Background: an optimization exercise with open tools, aiming at a short achievable clock period and few clock cycles. Do not read the settings as production practice. In this exercise RTL edits were held to simulation tests only and were not proved equivalent to the original. Power and IR drop assume default switching activity.

[flow/run.sh]
#!/bin/bash
# synth_recipe.tcl (not shown) runs the flow's synth.tcl, then flattens the netlist and writes it again
# the make line also repeats each setting of config.mk as NAME=value (left out here)
make -C /OpenROAD-flow-scripts/flow DESIGN_CONFIG=/design/flow/config.mk WORK_HOME=/design/flow/orfs CLKGATE_MAP_FILE= SYNTH_SCRIPT=/design/flow/synth_recipe.tcl finish
[flow/config.mk]
export PLATFORM = sky130hd
export DESIGN_NAME = Main_Controller
export DESIGN_NICKNAME = Main_Controller
export VERILOG_FILES = /design/flow/design.v
export SDC_FILE = /design/flow/constraint.sdc
export NUM_CORES = 4
export LEC_CHECK = 0
export ABC_CLOCK_PERIOD_IN_PS = 3500
export CAP_MARGIN = 20
export CORE_MARGIN = 2
export CORE_UTILIZATION = 40
export PLACE_DENSITY = 0.6
export SETUP_SLACK_MARGIN = 5
export SLEW_MARGIN = 20
export TNS_END_PERCENT = 100
[flow/constraint.sdc]
create_clock -name core_clock -period 9.0 [get_ports {clk}]
set_input_delay 1.8000 -clock core_clock [delete_from_list [all_inputs] [get_ports {clk}]]
set_output_delay 1.8000 -clock core_clock [all_outputs]
set_load 0.01 [all_outputs]
[flow/design.v]
module ALU(
  input [31:0] A,
  input [31:0] C,                
  input Sub,                     
  input [4:0] Shamt,             
  input [5:0] Sel,               
  output [31:0] Result
);
  wire [31:0] sum = A + C;
  wire [31:0] dif = A - C;
  wire lt = (A[31] & ~C[31]) | (~(A[31] ^ C[31]) & dif[31]);
  assign Result = ({32{Sel[0] & ~Sub}} & sum) |
                  ({32{Sel[0] & Sub}} & dif) |
                  ({32{Sel[1]}} & (A & C)) |
                  ({32{Sel[2]}} & (A | C)) |
                  ({32{Sel[3]}} & (A << Shamt)) |
                  ({32{Sel[4]}} & (A >> Shamt)) |
                  ({32{Sel[5]}} & {31'd0, lt});
endmodule
module Branching(
  input [31:0] A,
  input [31:0] B,
  input [5:0] Br,                
  input Pred,                    
  output Taken,
  output Mispredict
);
  wire eq = (A == B);
  wire lt = $signed(A) < $signed(B);
  wire gt = ~lt & ~eq;
  assign Taken = (Br[0] & eq) | (Br[1] & ~eq) | (Br[2] & gt) |
                 (Br[3] & ~lt) | (Br[4] & lt) | (Br[5] & ~gt);
  assign Mispredict = (|Br) & (Taken ^ Pred);
endmodule
module Decode(
  input [31:0] Instruction,
  output Is_Jump,                
  output Is_Jr,
  output Reg_Write,
  output Rd_Dest,                
  output Is_Load,
  output Is_Store,
  output [5:0] Branch,           
  output [5:0] Alu_Sel,          
  output Use_Imm,                
  output Use_Imm_Lo,             
  output Invert,                 
  output [31:0] Imm              
);
  wire [5:0] op = Instruction[31:26];
  wire [5:0] func = Instruction[5:0];
  wire [15:0] imm = Instruction[15:0];
  wire rtype = (op == 6'd0);
  wire f_add  = rtype & (func == 6'd32 || func == 6'd33);
  wire f_sub  = rtype & (func == 6'd34 || func == 6'd35);
  wire f_and  = rtype & (func == 6'd36);
  wire f_or   = rtype & (func == 6'd37);
  wire f_sll  = rtype & (func == 6'd0);
  wire f_srl  = rtype & (func == 6'd2);
  wire f_slt  = rtype & (func == 6'd42);
  wire f_jr   = rtype & (func == 6'd8);
  wire o_addi  = (op == 6'd8);
  wire o_addiu = (op == 6'd9);
  wire o_slti  = (op == 6'd10);
  wire o_andi  = (op == 6'd12);
  wire o_ori   = (op == 6'd13);
  wire o_lw    = (op == 6'd35);
  wire o_sw    = (op == 6'd43);
  assign Is_Jump = (op == 6'd2) | (op == 6'd3);
  assign Is_Jr = f_jr;
  assign Is_Load = o_lw;
  assign Is_Store = o_sw;
  assign Rd_Dest = rtype;
  assign Reg_Write = f_add | f_sub | f_and | f_or | f_sll | f_srl | f_slt |
                     o_addi | o_addiu | o_slti | o_andi | o_ori | o_lw;
  assign Branch = {op == 6'd21, op == 6'd25, op == 6'd24, op == 6'd7, op == 6'd5, op == 6'd4};
  assign Alu_Sel = {f_slt | o_slti, f_srl, f_sll, f_or | o_ori, f_and | o_andi,
                    f_add | f_sub | o_addi | o_addiu};
  assign Use_Imm = o_addi | o_addiu | o_slti | o_andi | o_ori;
  assign Use_Imm_Lo = o_addi | o_addiu | o_slti;
  assign Invert = f_sub | f_slt | o_slti;
  assign Imm = {{16{imm[15] & ~(o_addiu | o_slti)}}, imm};
endmodule
module Store_Load(
  input clk,
  input reset,
  input Is_Load,                 
  input Is_Store,                
  input Store,                   
  input [9:0] Address,           
  input [31:0] Store_Data,
  output [31:0] Load_Data,
  output [9:0] Mem_Address,
  output Mem_Write,
  output [31:0] Mem_Write_Data,
  input [31:0] Mem_Read_Data
);
  reg sb_v;
  reg [9:0] sb_addr;
  reg [31:0] sb_data;
  assign Mem_Address = Is_Load ? Address : sb_addr;
  assign Mem_Write = sb_v & ~Is_Load & ~reset;
  assign Mem_Write_Data = sb_data;
  assign Load_Data = (sb_v && sb_addr == Address) ? sb_data : Mem_Read_Data;
  always @(posedge clk) begin
    if (reset)
      sb_v <= 1'b0;
    else if (Store)
      sb_v <= 1'b1;
    else if (~Is_Load)
      sb_v <= 1'b0;
    if (Is_Store) begin
      sb_addr <= Address;
      sb_data <= Store_Data;
    end
  end
endmodule
module Main_Controller(
  input clk, reset,
  output [9:0] imem_addr,        
  input [31:0] imem_data,        
  output [9:0] dmem_addr,        
  output dmem_we,                
  output [31:0] dmem_wdata,      
  input [31:0] dmem_rdata        
);
  localparam TW = 4;             
  localparam TN = 1 << TW;       
  reg [31:0] Register_Data [31:0];
  reg [9:0] PC;                  
  reg [TN-1:0] oh0;              
  reg        bt_v   [0:TN-1];
  reg [9:TW] bt_tag [0:TN-1];
  reg        bt_j   [0:TN-1];      
  reg [5:0]  bt_br  [0:TN-1];
  reg [4:0]  bt_rs  [0:TN-1];
  reg [4:0]  bt_rt  [0:TN-1];
  reg [9:0]  bt_tgt [0:TN-1];
  reg        bt_sk  [0:TN-1];      
  reg [1:0]  cnt    [0:TN-1];      
  reg        jb_v   [0:TN-1];
  reg [9:TW] jb_tag [0:TN-1];
  reg [5:0]  jb_br  [0:TN-1];
  reg [4:0]  jb_rs  [0:TN-1];
  reg [4:0]  jb_rt  [0:TN-1];
  reg [9:0]  jb_tgt [0:TN-1];      
  reg [9:0]  jb_nxt [0:TN-1];      
  reg        jb_sk  [0:TN-1];
  reg [1:0]  jb_cnt [0:TN-1];
  reg [31:0] e_a;                
  reg [31:0] e_b;                
  reg [31:0] e_c;                
  reg e_cin;
  reg e_sum;                     
  reg [5:0] e_sel;
  reg [4:0] e_rd;
  reg e_we, e_lw, e_sw, e_jr;
  reg [9:0] e_addr;              
  reg [5:0] e_br;                
  reg e_pred;                    
  reg [9:0] e_alt;               
  reg [TW-1:0] e_ci;                
  reg e_shok;                    
  reg [5:0] p_br;
  reg [4:0] p_rs, p_rt;
  reg p_pred, p_sk;
  reg [9:0] p_alt;
  reg p_cj;                      
  reg [TW-1:0] p_ci;
  reg [5:0] q_br;
  reg [31:0] q_a, q_b;
  reg q_pred, q_sk;
  reg [9:0] q_alt;
  reg q_cj;
  reg [TW-1:0] q_ci;
  reg w_we;
  reg [4:0] w_rd;
  reg [31:0] w_data;
  reg lj_v;
  reg [9:0] lj_pc;
  wire q_taken;
  wire q_wrong;
  Branching I6(.A(q_a), .B(q_b), .Br(q_br), .Pred(q_pred), .Taken(q_taken), .Mispredict(q_wrong));
  wire q_skip = q_taken & q_sk & e_shok;
  wire q_mis = q_wrong & ~q_skip;
  wire e_kill = q_wrong;
  wire e_fwd = e_we & ~e_kill;
  wire [31:0] alu_out;
  ALU I3(.A(e_a), .C(e_c), .Sub(e_cin), .Shamt(e_b[4:0]), .Sel(e_sel), .Result(alu_out));
  wire e_taken, e_mis;
  Branching I4(.A(e_a), .B(e_b), .Br(e_br), .Pred(e_pred), .Taken(e_taken), .Mispredict(e_mis));
  wire [31:0] ld_data;
  Store_Load I5(
    .clk(clk), .reset(reset), .Is_Load(e_lw), .Is_Store(e_sw), .Store(e_sw & ~e_kill), .Address(e_addr),
    .Store_Data(e_b), .Load_Data(ld_data),
    .Mem_Address(dmem_addr), .Mem_Write(dmem_we), .Mem_Write_Data(dmem_wdata),
    .Mem_Read_Data(dmem_rdata)
  );
  wire [31:0] wb_data = e_lw ? ld_data : alu_out;
  wire squash = q_mis | e_mis | e_jr;
  wire [9:0] alt = q_mis ? q_alt : e_mis ? e_alt : e_a[9:0];
  wire [31:0] w_ps = (w_we && w_rd == p_rs) ? w_data : Register_Data[p_rs];
  wire [31:0] w_pt = (w_we && w_rd == p_rt) ? w_data : Register_Data[p_rt];
  wire [31:0] p_a = (e_fwd && e_rd == p_rs) ? wb_data : w_ps;
  wire [31:0] p_b = (e_fwd && e_rd == p_rt) ? wb_data : w_pt;
  assign imem_addr = PC;
  wire [31:0] I = imem_data;
  wire [4:0] rs = I[25:21], rt = I[20:16], rd = I[15:11];
  wire d_j, d_jr, d_we, d_lw, d_sw, d_rdst, d_imm_hi, d_imm_lo, d_inv;
  wire [5:0] d_br, d_sel;
  wire [31:0] d_imm;
  Decode I2(
    .Instruction(I), .Is_Jump(d_j), .Is_Jr(d_jr), .Reg_Write(d_we), .Rd_Dest(d_rdst),
    .Is_Load(d_lw), .Is_Store(d_sw), .Branch(d_br), .Alu_Sel(d_sel),
    .Use_Imm(d_imm_hi), .Use_Imm_Lo(d_imm_lo), .Invert(d_inv), .Imm(d_imm)
  );
  wire d_isbr = |d_br;
  wire [31:0] w_rs = (w_we && w_rd == rs) ? w_data : Register_Data[rs];
  wire [31:0] w_rt = (w_we && w_rd == rt) ? w_data : Register_Data[rt];
  wire fwd_a = e_fwd && e_rd == rs;
  wire [31:0] rf_a = fwd_a ? wb_data : w_rs;
  wire [9:0] addr_w = w_rs[9:0] + I[9:0];
  wire [9:0] cs_s = e_a[9:0] ^ e_c[9:0] ^ I[9:0];
  wire [9:0] cs_c = (e_a[9:0] & e_c[9:0]) | (e_a[9:0] & I[9:0]) | (e_c[9:0] & I[9:0]);
  wire [9:0] addr_s = cs_s + {cs_c[8:0], 1'b0};
  wire [9:0] addr_l = ld_data[9:0] + I[9:0];
  wire [9:0] addr_e = e_lw ? addr_l : addr_s;
  wire stall = e_we && e_rd == rs && (d_lw | d_sw) && !e_lw && !e_sum;
  wire f_kill = squash | stall;
  wire [31:0] rf_b = (e_fwd && e_rd == rt) ? wb_data : w_rt;
  wire [31:0] op2 = {d_imm_hi ? d_imm[31:16] : rf_b[31:16], d_imm_lo ? d_imm[15:0] : rf_b[15:0]};
  wire [9:0] pc1 = PC + 10'd1;
  wire [9:0] pc2 = PC + 10'd2;
  wire [9:0] jt = I[9:0];
  wire [9:0] d_tgt = pc1 + I[9:0];           
  wire [TN-1:0] oh1 = {oh0[TN-2:0], oh0[TN-1]};
  reg bt_v1, bt_j1, bt_sk1, jb_v1, jb_sk1, jb_v0, jb_sk0;
  reg [9:TW] bt_tag1, jb_tag1, jb_tag0;
  reg [5:0] bt_br1, jb_br1, jb_br0;
  reg [4:0] bt_rs1, bt_rt1, jb_rs1, jb_rt1, jb_rs0, jb_rt0;
  reg [9:0] bt_tgt1, jb_tgt1, jb_nxt1, jb_tgt0, jb_nxt0;
  reg [1:0] cnt1, jb_cnt1, cnt0, jb_cnt0;
  integer k;
  always @(*) begin
    bt_v1 = 1'b0; bt_j1 = 1'b0; bt_sk1 = 1'b0; bt_tag1 = 0; bt_br1 = 6'd0;
    bt_rs1 = 5'd0; bt_rt1 = 5'd0; bt_tgt1 = 10'd0; cnt1 = 2'd0;
    jb_v1 = 1'b0; jb_sk1 = 1'b0; jb_tag1 = 0; jb_br1 = 6'd0; jb_rs1 = 5'd0; jb_rt1 = 5'd0;
    jb_tgt1 = 10'd0; jb_nxt1 = 10'd0; jb_cnt1 = 2'd0;
    jb_v0 = 1'b0; jb_sk0 = 1'b0; jb_tag0 = 0; jb_br0 = 6'd0; jb_rs0 = 5'd0; jb_rt0 = 5'd0;
    jb_tgt0 = 10'd0; jb_nxt0 = 10'd0; jb_cnt0 = 2'd0; cnt0 = 2'd0;
    for (k = 0; k < TN; k = k + 1) begin
      bt_v1   = bt_v1   | (oh1[k] & bt_v[k]);
      bt_j1   = bt_j1   | (oh1[k] & bt_j[k]);
      bt_sk1  = bt_sk1  | (oh1[k] & bt_sk[k]);
      bt_tag1 = bt_tag1 | ({(10-TW){oh1[k]}} & bt_tag[k]);
      bt_br1  = bt_br1  | ({6{oh1[k]}} & bt_br[k]);
      bt_rs1  = bt_rs1  | ({5{oh1[k]}} & bt_rs[k]);
      bt_rt1  = bt_rt1  | ({5{oh1[k]}} & bt_rt[k]);
      bt_tgt1 = bt_tgt1 | ({10{oh1[k]}} & bt_tgt[k]);
      cnt1    = cnt1    | ({2{oh1[k]}} & cnt[k]);
      jb_v1   = jb_v1   | (oh1[k] & jb_v[k]);
      jb_sk1  = jb_sk1  | (oh1[k] & jb_sk[k]);
      jb_tag1 = jb_tag1 | ({(10-TW){oh1[k]}} & jb_tag[k]);
      jb_br1  = jb_br1  | ({6{oh1[k]}} & jb_br[k]);
      jb_rs1  = jb_rs1  | ({5{oh1[k]}} & jb_rs[k]);
      jb_rt1  = jb_rt1  | ({5{oh1[k]}} & jb_rt[k]);
      jb_tgt1 = jb_tgt1 | ({10{oh1[k]}} & jb_tgt[k]);
      jb_nxt1 = jb_nxt1 | ({10{oh1[k]}} & jb_nxt[k]);
      jb_cnt1 = jb_cnt1 | ({2{oh1[k]}} & jb_cnt[k]);
      jb_v0   = jb_v0   | (oh0[k] & jb_v[k]);
      jb_sk0  = jb_sk0  | (oh0[k] & jb_sk[k]);
      jb_tag0 = jb_tag0 | ({(10-TW){oh0[k]}} & jb_tag[k]);
      jb_br0  = jb_br0  | ({6{oh0[k]}} & jb_br[k]);
      jb_rs0  = jb_rs0  | ({5{oh0[k]}} & jb_rs[k]);
      jb_rt0  = jb_rt0  | ({5{oh0[k]}} & jb_rt[k]);
      jb_tgt0 = jb_tgt0 | ({10{oh0[k]}} & jb_tgt[k]);
      jb_nxt0 = jb_nxt0 | ({10{oh0[k]}} & jb_nxt[k]);
      jb_cnt0 = jb_cnt0 | ({2{oh0[k]}} & jb_cnt[k]);
      cnt0    = cnt0    | ({2{oh0[k]}} & cnt[k]);
    end
  end
  wire d_pred = cnt0[1];
  wire [TW-1:0] i1 = pc1[TW-1:0];
  wire h1 = bt_v1 && bt_tag1 == pc1[9:TW];
  wire [9:0] t1 = bt_tgt1;
  wire pr1 = cnt1[1] & ~bt_sk1;
  wire h2 = jb_v1 && jb_tag1 == pc1[9:TW];
  wire pr2 = jb_cnt1[1] & ~jb_sk1;
  wire [TW-1:0] i0 = PC[TW-1:0];
  wire h3 = jb_v0 && jb_tag0 == PC[9:TW];
  wire pr3 = jb_cnt0[1] & ~jb_sk0;
  wire seq = ~d_j & ~d_jr & ~(d_isbr & d_pred);
  wire fold1_j  = seq & h1 & bt_j1;
  wire fold1_br = seq & h1 & ~bt_j1;
  wire fold2_br = fold1_j & h2;
  wire fold3_br = d_j & h3;
  reg [9:0] npc;
  always @(*) begin
    if (squash)                     npc = alt;
    else if (stall)                 npc = PC;
    else if (d_j)                   npc = h3 ? (pr3 ? jb_tgt0 : jb_nxt0) : jt;
    else if (d_isbr & d_pred)       npc = d_tgt;
    else if (fold1_br)              npc = pr1 ? t1 : pc2;
    else if (fold1_j)               npc = h2 ? (pr2 ? jb_tgt1 : jb_nxt1) : t1;
    else                            npc = pc1;
  end
  reg [5:0] n_br;
  reg [4:0] n_rs, n_rt;
  reg n_pred, n_cj, n_sk;
  reg [9:0] n_alt;
  reg [TW-1:0] n_ci;
  always @(*) begin
    if (d_j) begin
      n_br = h3 ? jb_br0 : 6'd0; n_rs = jb_rs0; n_rt = jb_rt0; n_pred = pr3; n_sk = jb_sk0;
      n_alt = pr3 ? jb_nxt0 : jb_tgt0; n_cj = 1'b1; n_ci = i0;
    end else if (fold1_j) begin
      n_br = h2 ? jb_br1 : 6'd0; n_rs = jb_rs1; n_rt = jb_rt1; n_pred = pr2; n_sk = jb_sk1;
      n_alt = pr2 ? jb_nxt1 : jb_tgt1; n_cj = 1'b1; n_ci = i1;
    end else begin
      n_br = fold1_br ? bt_br1 : 6'd0; n_rs = bt_rs1; n_rt = bt_rt1; n_pred = pr1; n_sk = bt_sk1;
      n_alt = pr1 ? pc2 : t1; n_cj = 1'b0; n_ci = i1;
    end
  end
  wire u_e = |e_br;
  wire u_q = |q_br;
  wire [1:0] ce = cnt[e_ci];
  wire [1:0] cq = q_cj ? jb_cnt[q_ci] : cnt[q_ci];
  wire [1:0] ce_n = e_taken ? ((ce == 2'b11) ? 2'b11 : ce + 2'b01) : ((ce == 2'b00) ? 2'b00 : ce - 2'b01);
  wire [1:0] cq_n = q_taken ? ((cq == 2'b11) ? 2'b11 : cq + 2'b01) : ((cq == 2'b00) ? 2'b00 : cq - 2'b01);
  wire jb_w = lj_v & d_isbr;
  wire [TW-1:0] jw = lj_pc[TW-1:0];
  integer i;
  always @(posedge clk) begin
    if (reset) begin
      PC <= 10'd0;
      oh0 <= 1;
      for (i = 0; i < 32; i = i + 1)
        Register_Data[i] <= 32'd0;
      for (i = 0; i < TN; i = i + 1) begin
        bt_v[i] <= 1'b0;
        jb_v[i] <= 1'b0;
        cnt[i] <= 2'b01;
      end
      e_we <= 1'b0;
      e_lw <= 1'b0;
      e_sw <= 1'b0;
      e_jr <= 1'b0;
      e_br <= 6'd0;
      p_br <= 6'd0;
      q_br <= 6'd0;
      lj_v <= 1'b0;
      w_we <= 1'b0;
    end else begin
      if (w_we)
        Register_Data[w_rd] <= w_data;
      w_we <= e_fwd;
      PC <= npc;
      for (i = 0; i < TN; i = i + 1)
        oh0[i] <= npc[TW-1:0] == i;
      e_we <= d_we & ~f_kill;
      e_lw <= d_lw & ~f_kill;
      e_sw <= d_sw & ~f_kill;
      e_jr <= d_jr & ~f_kill;
      e_br <= f_kill ? 6'd0 : d_br;
      p_br <= f_kill ? 6'd0 : n_br;
      q_br <= squash ? 6'd0 : p_br;
      lj_v <= ~f_kill & ((d_j & ~h3) | (fold1_j & ~h2));
      if (d_j | d_isbr) begin
        bt_v[i0] <= 1'b1;
        bt_tag[i0] <= PC[9:TW];
        bt_j[i0] <= d_j;
        bt_br[i0] <= d_br;
        bt_rs[i0] <= rs;
        bt_rt[i0] <= rt;
        bt_tgt[i0] <= d_j ? jt : d_tgt;
        bt_sk[i0] <= I[9:0] == 10'd1;
      end
      for (i = 0; i < TN; i = i + 1) begin
        if (u_e && e_ci == i)
          cnt[i] <= ce_n;
        else if (u_q && !q_cj && q_ci == i)
          cnt[i] <= cq_n;
        if (jb_w && jw == i) begin
          jb_v[i] <= 1'b1;
          jb_cnt[i] <= cnt0;
        end else if (u_q && q_cj && q_ci == i)
          jb_cnt[i] <= cq_n;
      end
      if (jb_w) begin
        jb_tag[jw] <= lj_pc[9:TW];
        jb_br[jw] <= d_br;
        jb_rs[jw] <= rs;
        jb_rt[jw] <= rt;
        jb_tgt[jw] <= d_tgt;
        jb_nxt[jw] <= pc1;
        jb_sk[jw] <= I[9:0] == 10'd1;
      end
    end
    lj_pc <= d_j ? PC : pc1;
    w_rd <= e_rd;
    w_data <= wb_data;
    e_a <= rf_a;
    e_b <= rf_b;
    e_c <= op2;
    e_cin <= d_inv;
    e_sum <= d_sel[0] & ~d_inv;
    e_sel <= d_sel;
    e_rd <= d_rdst ? rd : rt;
    e_addr <= fwd_a ? addr_e : addr_w;
    e_pred <= d_pred;
    e_alt <= d_pred ? pc1 : d_tgt;
    e_ci <= i0;
    e_shok <= ~d_j & ~d_jr & ~d_isbr;
    p_rs <= n_rs;
    p_rt <= n_rt;
    p_pred <= n_pred;
    p_sk <= n_sk;
    p_alt <= n_alt;
    p_cj <= n_cj;
    p_ci <= n_ci;
    q_a <= p_a;
    q_b <= p_b;
    q_pred <= p_pred;
    q_sk <= p_sk;
    q_alt <= p_alt;
    q_cj <= p_cj;
    q_ci <= p_ci;
  end
endmodule
==> results of run 1 <==
layer usage:
metal / wire length, um / part of all wire [%] / vias up / global-route usage (%)
met4: 46100 / 7.2 / 34 / 19.0
met3: 94100 / 15 / 2329 / 10.6
met2: 280000 / 44 / 10135 / 48.6
li1: - / - / 43481 / -
met1: 216000 / 34 / 56939 / 40.5
met5: 370 / 0.058 / - / 0.429
final timing paths:
kind / end / from
worst min-delay path: q_alt[6] / p_alt[6]
worst max register to register: e_c[0] / e_c[4]
worst min register to register: q_alt[6] / p_alt[6]
worst max-delay path: e_c[0] / e_c[4]
cell type report:
type	count	area [sq um]	area share, %
sequential	2731	78200	44.9
multi-input combinational	6859	70000	40.2
timing repair buffer	736	8700	5.00
clock buffer	389	8280	4.75
tap	4972	6220	3.57
clock inverter	144	1390	0.800
inverter	276	1070	0.614
antenna	74	185	0.106
power by group:
group	total [uW]	switching, uW	leakage (uW)	internal (uW)
registers	16400	1310	0.0254	15100
logic	17500	10300	0.0288	7200
clock network	12400	5320	0.00470	7130
repair_timing:
item | in CTS | in global routing
gates cloned | 38 | 16
pin swaps | 105 | 104
gates resized for setup | 586 | 294
buffers inserted | 172 | 82
setup endpoints to repair | 2591 | 1515
logic make-up (layout without fill, tap and decap cells):
kind of cell	Yosys count	after routing	synth area share, %
fa+ha+maj	218	218	1.90
compound gates	2191	2193	10.4
simple gates	2564	2573	9.11
buf+inv	1284	1545	3.33
other cells	0	74	0
flops	2731	2731	52.0
mux	1732	1732	22.4
xor+xnor	143	143	0.846
Yosys cell counts, drive strengths merged, types with 79 or more instances:
master	number
buf	377
o21ai	350
and2	1050
dfxtp	401
a22o	302
xnor2	91
inv	274
nand2	359
a22oi	477
edfxtp	2330
mux4	1289
nor2	527
nand3	158
a221oi	307
nand4	132
clkbuf	631
nor3	98
mux2	79
ha	200
mux2i	364
a21oi	361
worst max-delay path, cell delays in order (launching register included):
cell and delay (ns):
dfxtp_2 0.40, inv_1 0.11, ha_4 0.30, nor4_4 0.39
a2111oi_4 0.15, o41a_1 0.45, or3_4 0.40, a31oi_4 0.20
o21ai_2 0.10, a211oi_2 0.23, nor2_1 0.06, nor2_1 0.09
nor2_1 0.08, fa_2 0.46, a222oi_1 0.36, o2111ai_2 0.21
o22ai_4 0.23, mux2i_2 0.13, mux2_4 0.32
registers in the layout, indices dropped and copies added (netlist names), 32 cells and up:
register	count
bt_tag	96
e_b	32
bt_br	96
q_a	32
jb_tgt	160
jb_tag	96
jb_rt	80
I5.sb_data	32
jb_cnt	32
Register_Data	1024
e_a	32
q_b	32
e_c	32
jb_br	96
jb_rs	80
jb_nxt	160
bt_rt	80
bt_rs	80
w_data	32
bt_tgt	160
cnt	32
cells in the final DEF, fill, tap and decap left out, types with 74 or more instances in the layout:
| master | instances |
|---|---|
| diode_2 | 74 |
| nor2_4 | 74 |
| clkbuf_16 | 324 |
| nand4_1 | 131 |
| inv_1 | 247 |
| a22o_1 | 300 |
| xnor2_1 | 81 |
| dfxtp_1 | 313 |
| mux4_2 | 1289 |
| o21ai_0 | 296 |
| and2_1 | 1041 |
| clkdlybuf4s50_1 | 88 |
| a22oi_1 | 471 |
| nor2_1 | 442 |
| buf_4 | 318 |
| a21oi_1 | 307 |
| edfxtp_1 | 2330 |
| nand3_1 | 141 |
| mux2i_1 | 332 |
| ha_1 | 167 |
| buf_6 | 152 |
| nand2_1 | 327 |
| a221oi_1 | 303 |
metrics by stage:
stage / worst slack (ns) / util [%] / instances / hold slack (ns) / total power, uW
final: 4.20 / 46.7 / 16181 / 0.326 / 46400
after global routing: 4.17 / 46.7 / 16125 / 0.335 / 47400
after CTS: 4.29 / 46.1 / 16009 / 0.326 / 45300
after detailed placement: 2.23 / 42.2 / 15266 / 0.312 / 32100
after global placement: 1.88 / 42.1 / 15264 / 0.313 / 32000
after floorplan: 3.69 / - / 10863 / 0.310 / 26400
==> results.ini, run 1 <==
[synth]
syn_area_per_cell_sq_um=13.8
mappedNetlistNets=11145
ys_async_sr_fraction_pct=0
ys_ff_latch=2731
syn_area_sq_um=150000
yosys.area.top_type_share_pct=46.7
synth_top_cell_by_area=edfxtp_1
syn_inst=10863
yosysSeqAreaShare_pct=52.0
synth_cell_types=93
ys_warn_count=5
yosys-top-cells-area=edfxtp_1, mux4_2, dfxtp_1, and2_1, mux2i_1
synth_edf_count=2330
synth_ff_type=edfxtp_1

[clocking]
tritoncts=done
cts_buffers=293
clk_latency_ns=0.95
clkSinkCount=2731
cts_max_level=5
postCtsHoldBufs=0
clk_path_buf_depth=4
clkTransAtPathRegs_ns=0.07
cts_root_buf=clkbuf_16

[final_layout]
n_fill_cell=32082
drive_above_1_share_pct=27.5
fin_nets=11179
design_area_sq_um=174000
syn2layout_area_growth_pct=16.2

[sta]
post-route-period-util_pct=53.3
maxSlewHeadroom_pct=16.7
setup_viol=0
min_period_ns=4.80
fmaxAchievable_mhz=208
fin_tns_setup_ns=0
slew_viol_final=0
finClkSkew_ns=0.0577
rsz0062_at_grt=yes
hold_violations=0
worstMarginPinSlew_ns=1.25

[place]
placed_cell_area_sq_um=157000
dp_hpwl_um=359000
portBuffers=118
gp_congestion=0.961

[global_route]
grt_max_degree=112
grt_first_pass_wirelength_um=862000
gr-usage-all-layers_pct=32.2
grt_pass1_vias=107866
antenna_found_initial=64
grt_overflow_total=0

[floorplan]
dieWidth_um=616
initial_core_util_pct=40.2
die_area_sq_um=380000
io_pins=119
die_h_um=616
core.rowCount=224
design.core.area_sq_um=373000

[setup_path]
required_ns=9.83
crit_type=register to register
r2r_cells=18
cp_max_fo=7
end_kind=register
arrival_ns=5.63
start_kind=register
ff2ff_setup_slack_ns=4.20

[route]
vias=112918
drcViolationCount=0
antenna_left=0
detail_route.iter0.violations=19886
vias_per_cell=6.98
post_drt_wl_per_cell_um=39.4
wl_um=637000
dr.pass1.iters=9

[hold_path]
hold_depth=0
hp-class=register to register

[flow_run]
cap_violations=0

[run_status]
status=no timing/DRC/antenna violations

[power]
powerDensity_nw_per_um2=266
irDropWorstVdd_mv=0.228
leakage_uw=0.0589

Testbench counts, summed over its fixed seeds: cycles 46,299.
==> inputs of run 2 (changes only) <==
--- a/flow/design.v
+++ b/flow/design.v
@@ -6,9 +6,11 @@
   input [5:0] Sel,               
   output [31:0] Result
 );
-  wire [31:0] sum = A + C;
-  wire [31:0] dif = A - C;
-  wire lt = (A[31] & ~C[31]) | (~(A[31] ^ C[31]) & dif[31]);
+  wire [31:0] sum, dif;
+  Adder S0(.A(A), .B(C), .Cin(1'b0), .S(sum));
+  Adder S1(.A(A), .B(~C), .Cin(1'b1), .S(dif));
+  wire lt, eq;
+  Compare C0(.A(A), .B(C), .Lt(lt), .Eq(eq));
   assign Result = ({32{Sel[0] & ~Sub}} & sum) |
                   ({32{Sel[0] & Sub}} & dif) |
                   ({32{Sel[1]}} & (A & C)) |
@@ -17,6 +19,28 @@
                   ({32{Sel[4]}} & (A >> Shamt)) |
                   ({32{Sel[5]}} & {31'd0, lt});
 endmodule
+module Adder(
+  input [31:0] A,
+  input [31:0] B,
+  input Cin,
+  output [31:0] S
+);
+  wire [31:0] p = A ^ B;
+  reg [31:0] g, t;
+  integer k, s;
+  always @(*) begin
+    g = A & B;
+    t = p;
+    g[0] = g[0] | (p[0] & Cin);
+    for (s = 1; s < 32; s = s * 2)
+      for (k = 31; k >= 0; k = k - 1)
+        if ((k & s) != 0) begin
+          g[k] = g[k] | (t[k] & g[(k & ~(s - 1)) - 1]);
+          t[k] = t[k] & t[(k & ~(s - 1)) - 1];
+        end
+  end
+  assign S = p ^ {g[30:0], Cin};
+endmodule
 module Branching(
   input [31:0] A,
   input [31:0] B,
@@ -25,13 +49,35 @@
   output Taken,
   output Mispredict
 );
-  wire eq = (A == B);
-  wire lt = $signed(A) < $signed(B);
+  wire eq, lt;
+  Compare C0(.A(A), .B(B), .Lt(lt), .Eq(eq));
   wire gt = ~lt & ~eq;
   assign Taken = (Br[0] & eq) | (Br[1] & ~eq) | (Br[2] & gt) |
                  (Br[3] & ~lt) | (Br[4] & lt) | (Br[5] & ~gt);
   assign Mispredict = (|Br) & (Taken ^ Pred);
 endmodule
+module Compare(
+  input [31:0] A,
+  input [31:0] B,
+  output Lt,                     
+  output Eq
+);
+  wire [31:0] a = {~A[31], A[30:0]};
+  wire [31:0] b = {~B[31], B[30:0]};
+  reg [31:0] l, e;
+  integer k, s;
+  always @(*) begin
+    l = ~a & b;
+    e = ~(a ^ b);
+    for (s = 1; s < 32; s = s * 2)
+      for (k = 0; k < 32; k = k + 2 * s) begin
+        l[k] = l[k + s] | (e[k + s] & l[k]);
+        e[k] = e[k + s] & e[k];
+      end
+  end
+  assign Lt = l[0];
+  assign Eq = e[0];
+endmodule
 module Decode(
   input [31:0] Instruction,
   output Is_Jump,                
@@ -219,7 +265,10 @@
   wire [31:0] w_rt = (w_we && w_rd == rt) ? w_data : Register_Data[rt];
   wire fwd_a = e_fwd && e_rd == rs;
   wire [31:0] rf_a = fwd_a ? wb_data : w_rs;
-  wire [9:0] addr_w = w_rs[9:0] + I[9:0];
+  wire [5:0] aw_lo = {1'b0, w_rs[4:0]} + {1'b0, I[4:0]};
+  wire [4:0] aw_h0 = w_rs[9:5] + I[9:5];
+  wire [4:0] aw_h1 = w_rs[9:5] + I[9:5] + 5'd1;
+  wire [9:0] addr_w = {aw_lo[5] ? aw_h1 : aw_h0, aw_lo[4:0]};
   wire [9:0] cs_s = e_a[9:0] ^ e_c[9:0] ^ I[9:0];
   wire [9:0] cs_c = (e_a[9:0] & e_c[9:0]) | (e_a[9:0] & I[9:0]) | (e_c[9:0] & I[9:0]);
   wire [9:0] addr_s = cs_s + {cs_c[8:0], 1'b0};
==> run 2 against run 1 <==
  * Still clean
  * Synthesized cell count shrank 0.68%
  * Via count grew 0.53%
  * Fmax grew 9.9%
  * Die area grew 0.65%
  * First-iteration DRC count shrank 3.8%
  * Cell count grew 0.32%
  * Clock skew shrank 0.0056 ns
  * Clock-buffer cell count shrank 1
  * Combinational power shrank 39%
  * Total power shrank 18%
  * Largest cell class unchanged
==> results.ini, run 2 <==
[clocking]
clkTransAtPathRegs_ns=0.06  ; was 0.07 ns
tritoncts=done  ; unchanged
clk_latency_ns=0.95  ; about the same
clk_path_buf_depth=4  ; unchanged
cts_buffers=293  ; unchanged
cts_root_buf=clkbuf_16  ; unchanged
postCtsHoldBufs=0  ; unchanged
cts_max_level=5  ; unchanged
clkSinkCount=2731  ; unchanged

[final_layout]
drive_above_1_share_pct=28.3  ; was 27.5%
multi_input_area_sq_um=71300  ; was 70,000 sq um
largest_reg_flops=1024  ; unchanged
regArea_sq_um=78200  ; about the same
top_register=Register_Data  ; unchanged
mostFrequentLayoutCell=edfxtp_1  ; unchanged
final_cell_mix=edfxtp_1, mux4_2, and2_1  ; unchanged
fin_util_pct=46.9  ; was 46.7%
fin_nets=11239  ; was 11,179
n_fill_cell=32151  ; was 32,082
syn2layout_area_growth_pct=16.8  ; was 16.2%

[setup_path]
r2r_cells=18  ; unchanged
crit_type=primary input to register  ; was register to register
crit_path_end=e_addr[9]  ; was e_c[0]
required_ns=9.79  ; was 9.83 ns
r2r_end=oh0[8]  ; was e_c[0]
ff2ff_setup_slack_ns=4.80  ; was 4.20 ns
arrival_ns=5.16  ; was 5.63 ns
start_kind=primary input  ; was register
end_kind=register  ; unchanged
worst_r2r_startpoint=e_a[29]  ; was e_c[4]
startpoint=imem_data[22]  ; was e_c[4]
cp_max_fo=24  ; was 7

[synth]
yosys-top-cells-area=edfxtp_1, mux4_2, dfxtp_1, and2_1, a22oi_1  ; was edfxtp_1, mux4_2, dfxtp_1, and2_1, mux2i_1
synth.top_cells.by_count=edfxtp_1, mux4_2, and2_1, clkbuf_1, nor2_1  ; unchanged
synth_ff_type=edfxtp_1  ; unchanged
yosysSeqAreaShare_pct=51.7  ; was 52.0%
synthMostInstantiatedCell=edfxtp_1  ; unchanged
syn_inst=10789  ; was 10,863
syn_area_per_cell_sq_um=14.0  ; was 13.8 sq um
ys_warn_count=7  ; was 5
synth_cell_types=110  ; was 93
ys_ff_latch=2731  ; unchanged
mappedNetlistNets=11111  ; was 11,145
syn_area_sq_um=151000  ; was 150,000 sq um
yosys.area.top_type_share_pct=46.4  ; was 46.7%
synth_top_cell_by_area=edfxtp_1  ; unchanged
ys_async_sr_fraction_pct=0  ; unchanged
synth_edf_count=2330  ; unchanged

[place]
dp_hpwl_um=374000  ; was 359,000 um
gp_congestion=0.956  ; was 0.961
place_ws_ns=2.24  ; was 2.23 ns
portBuffers=118  ; unchanged

[flow_run]
cap_violations=0  ; unchanged

[route]
antenna_left=0  ; unchanged
wl_um=651000  ; was 637,000 um
dr.pass1.iters=9  ; unchanged
post_drt_wl_per_cell_um=40.1  ; was 39.4 um
vias_per_cell=6.99  ; was 6.98
detail_route.iter0.violations=19124  ; was 19,886
drcViolationCount=0  ; unchanged
vias=113521  ; was 112,918

[power]
irDropWorstVdd_mv=0.176  ; was 0.228 mV
powerDensity_nw_per_um2=217  ; was 266 nW/um^2
leakage_uw=0.0601  ; was 0.0589 uW

[floorplan]
die_area_sq_um=382000  ; was 380,000 sq um
die_h_um=618  ; was 616 um
core.rowCount=225  ; was 224
design.core.area_sq_um=376000  ; was 373,000 sq um
initial_core_util_pct=40.2  ; about the same
dieWidth_um=618  ; was 616 um
io_pins=119  ; unchanged

[sta]
rsz0062_at_grt=yes  ; unchanged
post-route-period-util_pct=48.5  ; was 53.3%
finClkSkew_ns=0.0521  ; was 0.0577 ns
min_period_ns=4.37  ; was 4.80 ns
fin_ws_ns=4.63  ; was 4.20 ns
worstMarginPinSlew_ns=1.21  ; was 1.25 ns
slew_viol_final=0  ; unchanged
fmaxAchievable_mhz=229  ; was 208 MHz
setup_viol=0  ; unchanged
maxSlewHeadroom_pct=19.2  ; was 16.7%
hold_violations=0  ; unchanged
fin_tns_setup_ns=0  ; unchanged

[hold_path]
hp-class=register to register  ; unchanged
hold_depth=0  ; unchanged

[run_status]
status=no timing/DRC/antenna violations  ; unchanged

[global_route]
grt_overflow_total=0  ; unchanged
grt_max_degree=115  ; was 112
grt_first_pass_wirelength_um=881000  ; was 862,000 um
grt_pass1_vias=107935  ; was 107,866
gr-usage-all-layers_pct=32.9  ; was 32.2%
antenna_found_initial=62  ; was 64

-- run 2: changes by cell type after synthesis, sizes merged, moves of 22 or more --
| cell | change |
|---|---|
| ha | +32 |
| nand3 | +49 |
| o21ai | -89 |
| or2 | -28 |
| nor2 | +35 |
| inv | -22 |
| a221oi | -24 |
| a22oi | +38 |
| mux4 | +49 |
| a21oi | -44 |
| clkbuf | -24 |
| a211oi | -24 |
| a22o | -26 |
-- run 2: power breakdown --
group | leakage [uW] | internal, uW | switching (uW)
sequential | 0.0257 | 14400 | 726
combinational | 0.0297 | 4450 | 6240
clock | 0.00467 | 7030 | 5320
total | 0.0601 | 25900 | 12300
-- run 2: per-stage QoR --
stage | hold WS, ns | total power (uW) | cells | instance area, sq um
3_5_place_dp | 0.315 | 24800 | 15249 | 159000
2_1_floorplan | 0.310 | 21400 | 10789 | 152000
4_1_cts | 0.319 | 37400 | 16001 | 173000
6_report | 0.324 | 38200 | 16233 | 176000
3_3_place_gp | 0.310 | 24800 | 15238 | 158000
5_1_grt | 0.333 | 39000 | 16175 | 176000
-- run 2: layout make-up --
cell class	count	area share, %
Clock inverter	142	0.789
Sequential cell	2731	44.4
Timing Repair inverter	2	0.0185
Antenna cell	87	0.124
Multi-Input combinational cell	6820	40.4
Tap cell	4994	3.55
Clock buffer	388	4.63
Inverter	254	0.588
Timing Repair Buffer	815	5.45
-- run 2: kinds of logic after synthesis --
logic type,share of synthesized area (%)
AOI/OAI and AO/OA,9.96
xor gates and xnor gates,0.834
adders and majority gates,2.26
buffers and inverters,3.35
DFF,51.7
muxes,22.8
and+or+nand+nor,9.07
-- run 2: worst min-delay path by stage --
stage,start,to,slack [ns]
2_1_floorplan,p_alt[0],q_alt[0],0.31
3_3_place_gp,p_alt[4],q_alt[4],0.31
3_5_place_dp,p_alt[0],q_alt[0],0.31
4_1_cts,p_alt[4],q_alt[4],0.32
5_1_grt,p_alt[0],q_alt[0],0.33
6_report,p_alt[4],q_alt[4],0.32
-- run 2: repair_timing --
action,4_1_cts,5_1_grt
gates resized for setup,572,304
endpoints found under the hold margin,0,0
buffers inserted,178,129
pin swaps,91,108
gates cloned,44,14
setup endpoints to repair,2635,1280
-- run 2: layer usage --
| layer | GRT usage, % | wire [um] | up-vias |
|---|---|---|---|
| met5 | 0.530 | 550 | - |
| met4 | 18.7 | 44800 | 38 |
| met2 | 48.2 | 279000 | 10262 |
| met3 | 12.6 | 102000 | 2258 |
| li1 | - | - | 43603 |
| met1 | 41.6 | 224000 | 57360 |
-- run 2: worst max-delay path, stage by stage --
cell and delay [ns]:
buf_16 0.18, buf_6 0.29, mux4_2 0.33, mux4_2 0.58, mux2i_4 0.42, o21ai_0 0.26
ha_1 0.39, a21oi_2 0.08, nor2_2 0.17, nand3_2 0.10, xnor2_2 0.16, xnor2_1 0.19
a21oi_1 0.09
Testbench counts of run 2, summed over its fixed seeds: cycles 46,299.
==> inputs of run 3 (changes only) <==
--- a/flow/config.mk
+++ b/flow/config.mk
@@ -8,8 +8,8 @@
 export ABC_CLOCK_PERIOD_IN_PS = 3500
 export CAP_MARGIN = 20
 export CORE_MARGIN = 2
-export CORE_UTILIZATION = 40
-export PLACE_DENSITY = 0.6
+export CORE_UTILIZATION = 55
+export PLACE_DENSITY = 0.72
 export SETUP_SLACK_MARGIN = 5
 export SLEW_MARGIN = 20
 export TNS_END_PERCENT = 100
==> run 3 against run 2 <==
  * Sequential power is essentially flat
  * Clock-buffer cell count shrank 6
  * Fmax shrank 1.8%
  * Global-route usage grew 10 points
  * Largest cell class unchanged
  * Largest power group unchanged
==> results.ini, run 3 <==
[sta]
fmaxAchievable_mhz=225  ; was 229 MHz
slew_viol_final=0  ; unchanged
setup_viol=0  ; unchanged
hold_violations=0  ; unchanged
finClkSkew_ns=0.0479  ; was 0.0521 ns
worstMarginPinSlew_ns=1.26  ; was 1.21 ns
rsz0062_at_grt=yes  ; unchanged
maxSlewHeadroom_pct=15.7  ; was 19.2%
min_period_ns=4.45  ; was 4.37 ns
fin_tns_setup_ns=0  ; unchanged
post-route-period-util_pct=49.4  ; was 48.5%

[power]
pwr-share-clk_pct=32.8  ; was 32.4%
swShare_pct=31.9  ; was 32.2%
netSwitchingPower_uw=12200  ; was 12,300 uW
leakage_uw=0.0602  ; was 0.0601 uW
combPwrFrac_pct=27.4  ; was 28.0%
powerDensity_nw_per_um2=220  ; was 217 nW/um^2
p_int_uw=26100  ; was 25,900 uW
p_total_uw=38300  ; was 38,200 uW
pwr-share-seq_pct=39.7  ; was 39.6%
irDropWorstVdd_mv=0.194  ; was 0.176 mV

[clocking]
clkSinkCount=2731  ; unchanged
clk_path_buf_depth=4  ; unchanged
clkTransAtPathRegs_ns=0.07  ; was 0.06 ns
cts_buffers=295  ; was 293
cts_max_level=5  ; unchanged
postCtsHoldBufs=0  ; unchanged
tritoncts=done  ; unchanged
cts_root_buf=clkbuf_16  ; unchanged
clk_latency_ns=0.95  ; about the same

[route]
dr.pass1.iters=9  ; unchanged
post_drt_wl_per_cell_um=41.6  ; was 40.1 um
detail_route.iter0.violations=22402  ; was 19,124
vias=115756  ; was 113,521
vias_per_cell=7.81  ; was 6.99
antenna_left=0  ; unchanged
drcViolationCount=0  ; unchanged
wl_um=617000  ; was 651,000 um

[synth]
mappedNetlistNets=11111  ; unchanged
synthMostInstantiatedCell=edfxtp_1  ; unchanged
syn_area_per_cell_sq_um=14.0  ; unchanged
syn_inst=10789  ; unchanged
synth_edf_count=2330  ; unchanged
ys_async_sr_fraction_pct=0  ; unchanged
yosys-top-cells-area=edfxtp_1, mux4_2, dfxtp_1, and2_1, a22oi_1  ; unchanged
yosys.area.top_type_share_pct=46.4  ; unchanged
syn_area_sq_um=151000  ; unchanged
synth_ff_type=edfxtp_1  ; unchanged
ys_warn_count=7  ; unchanged
yosysSeqAreaShare_pct=51.7  ; unchanged
synth.top_cells.by_count=edfxtp_1, mux4_2, and2_1, clkbuf_1, nor2_1  ; unchanged
synth_top_cell_by_area=edfxtp_1  ; unchanged
ys_ff_latch=2731  ; unchanged
synth_cell_types=110  ; unchanged

[setup_path]
ff2ff_setup_slack_ns=4.69  ; was 4.80 ns
critPathSlowestCell=mux4_2  ; unchanged
worst-path-buf-inv=2  ; unchanged
r2r_cells=18  ; unchanged
critical_path.top_delay_family=multiplexers  ; unchanged
startpoint=imem_data[21]  ; was imem_data[22]
crit_path_end=e_addr[9]  ; unchanged
crit_type=primary input to register  ; unchanged
crit_path_max_incr_delay_ns=0.53  ; was 0.58 ns
worst_r2r_startpoint=e_a[27]  ; was e_a[29]
cp_max_fo=21  ; was 24
cp_cell_sequence=buf_16, buf_16, mux4_2, mux4_2, mux2i_2, o21ai_1, ha_1, xnor2_1, nand3_2, xnor2_2, xnor2_1, a21oi_1  ; was buf_16, buf_6, mux4_2, mux4_2, mux2i_4, o21ai_0, ha_1, a21oi_2, nor2_2, nand3_2, xnor2_2, xnor2_1, a21oi_1
start_kind=primary input  ; unchanged
end_kind=register  ; unchanged
crit_cells=12  ; was 13
arrival_ns=5.26  ; was 5.16 ns
required_ns=9.81  ; was 9.79 ns
r2r_end=oh0[6]  ; was oh0[8]

[floorplan]
die_area_sq_um=279000  ; was 382,000 sq um
io_pins=119  ; unchanged
design.core.area_sq_um=273000  ; was 376,000 sq um
initial_core_util_pct=55.2  ; was 40.2%
core.rowCount=192  ; was 225
die_h_um=528  ; was 618 um
dieWidth_um=528  ; was 618 um

[global_route]
gr-usage-all-layers_pct=43.0  ; was 32.9%
grt_max_degree=108  ; was 115
grt_first_pass_wirelength_um=842000  ; was 881,000 um
grt_pass1_vias=109752  ; was 107,935
grt_overflow_total=0  ; unchanged
antenna_found_initial=56  ; was 62

[final_layout]
regArea_sq_um=78200  ; about the same
syn2layout_area_growth_pct=15.7  ; was 16.8%
top_register=Register_Data  ; unchanged
fin_util_pct=63.9  ; was 46.9%
fin_cells=14823  ; was 16,233
mostFrequentLayoutCell=edfxtp_1  ; unchanged
final_cell_mix=edfxtp_1, mux4_2, and2_1  ; unchanged
fin_nets=11249  ; was 11,239
largest_reg_flops=1024  ; unchanged
drive_above_1_share_pct=28.6  ; was 28.3%
n_fill_cell=19070  ; was 32,151
multi_input_area_sq_um=71300  ; about the same

[place]
dp_hpwl_um=347000  ; was 374,000 um
placed_cells=13826  ; was 15,249
gp_congestion=0.991  ; was 0.956
portBuffers=118  ; unchanged

[run_status]
status=no timing/DRC/antenna violations  ; unchanged

[hold_path]
hp-class=register to register  ; unchanged

[flow_run]
cap_violations=0  ; unchanged

==> run 3: cell counts after synthesis <==
Identical to the previous run, type by type.
==> run 3: cell families (layout without fill, tap and decap cells) <==
kind of cell	Yosys count	in the layout	synth area share (%)
fa+ha+maj	259	259	2.26
compound gates	2063	2065	9.96
other cells	0	68	0
buf+inv	1253	1617	3.35
flops	2731	2731	51.7
mux	1760	1760	22.8
simple gates	2581	2592	9.07
xor+xnor	142	142	0.834
==> run 3: repair_timing <==
item,CTS,global route
resized for setup,540,265
pin swaps,107,90
buffers inserted,211,111
setup endpoints to repair,2787,1498
gates cloned,46,22
==> run 3: cell type report <==
cell class,instances,share of cell area [%]
multi-input combinational,6818,40.8
tap,3589,2.57
antenna,68,0.0975
clock buffer,382,4.72
timing repair buffer,824,5.43
clock inverter,154,0.893
sequential,2731,44.8
timing repair inverter,3,0.0215
inverter,254,0.590
==> run 3: power by group through the flow <==
stage	Combinational, uW	Sequential [uW]	Clock, uW
after floorplan	6500	14900	0
after global placement	9050	15400	0
after detailed placement	9160	15500	0
after CTS	9740	15200	12500
after global routing	10800	15200	13000
final	10500	15200	12600
==> run 3: per-layer routing <==
| metal | global-route usage, % | part of all wire, % |
|---|---|---|
| met5 | 0.883 | 0.11 |
| met3 | 20.1 | 18 |
| met1 | 54.5 | 32 |
| met2 | 60.1 | 42 |
| met4 | 25.4 | 7.6 |
==> run 3: stage by stage <==
step	hold slack, ns	area [sq um]	setup slack, ns
after floorplan	0.310	152000	3.99
after global placement	0.312	157000	2.11
after detailed placement	0.312	157000	2.25
after CTS	0.307	172000	4.70
after global routing	0.312	174000	4.51
final	0.307	174000	4.55
==> run 3: worst min path at each step <==
stage / from / to / slack [ns] / depth (start not counted)
floorplan: p_alt[0] / q_alt[0] / 0.31 / 0
global placement: p_alt[3] / q_alt[3] / 0.31 / 0
detailed placement: p_alt[4] / q_alt[4] / 0.31 / 0
CTS: p_alt[9] / q_alt[9] / 0.31 / 0
global route: p_alt[9] / q_alt[9] / 0.31 / 0
finish: p_alt[0] / q_alt[0] / 0.31 / 0

port drivers added, routing unchanged:
The flow's constraints put no driver on any port. The routed layouts listed below were extracted and timed again, unchanged, in two steps.
Step 1, drivers: a clkbuf_16 drives clk and a buf_2 each remaining input, both assumed.
Step 2, shift: input delay + t, output delay - t, t = (earliest + latest rising clock arrival at the registers) / 2. This alone moves slack from input paths to output paths.
a / b / c = ideal ports / drivers / drivers and shift; a / b = the first two.
| run | shift t [ns] | setup slack, ns | clock arrival spread, ns |
|---|---|---|---|
| run 1 | 1.041 | 4.201 / 4.041 / 3.000 | 0.058 / 0.058 |
| run 2 | 1.034 | 4.632 / 4.214 / 3.180 | 0.060 / 0.060 |
| run 3 | 1.046 | 4.551 / 4.216 / 3.169 | 0.055 / 0.055 |
After both steps setup and hold are still met in every run listed. The setup slack of run 2, which loses most, moves by -0.418 ns with the drivers and by -1.452 ns with both steps.
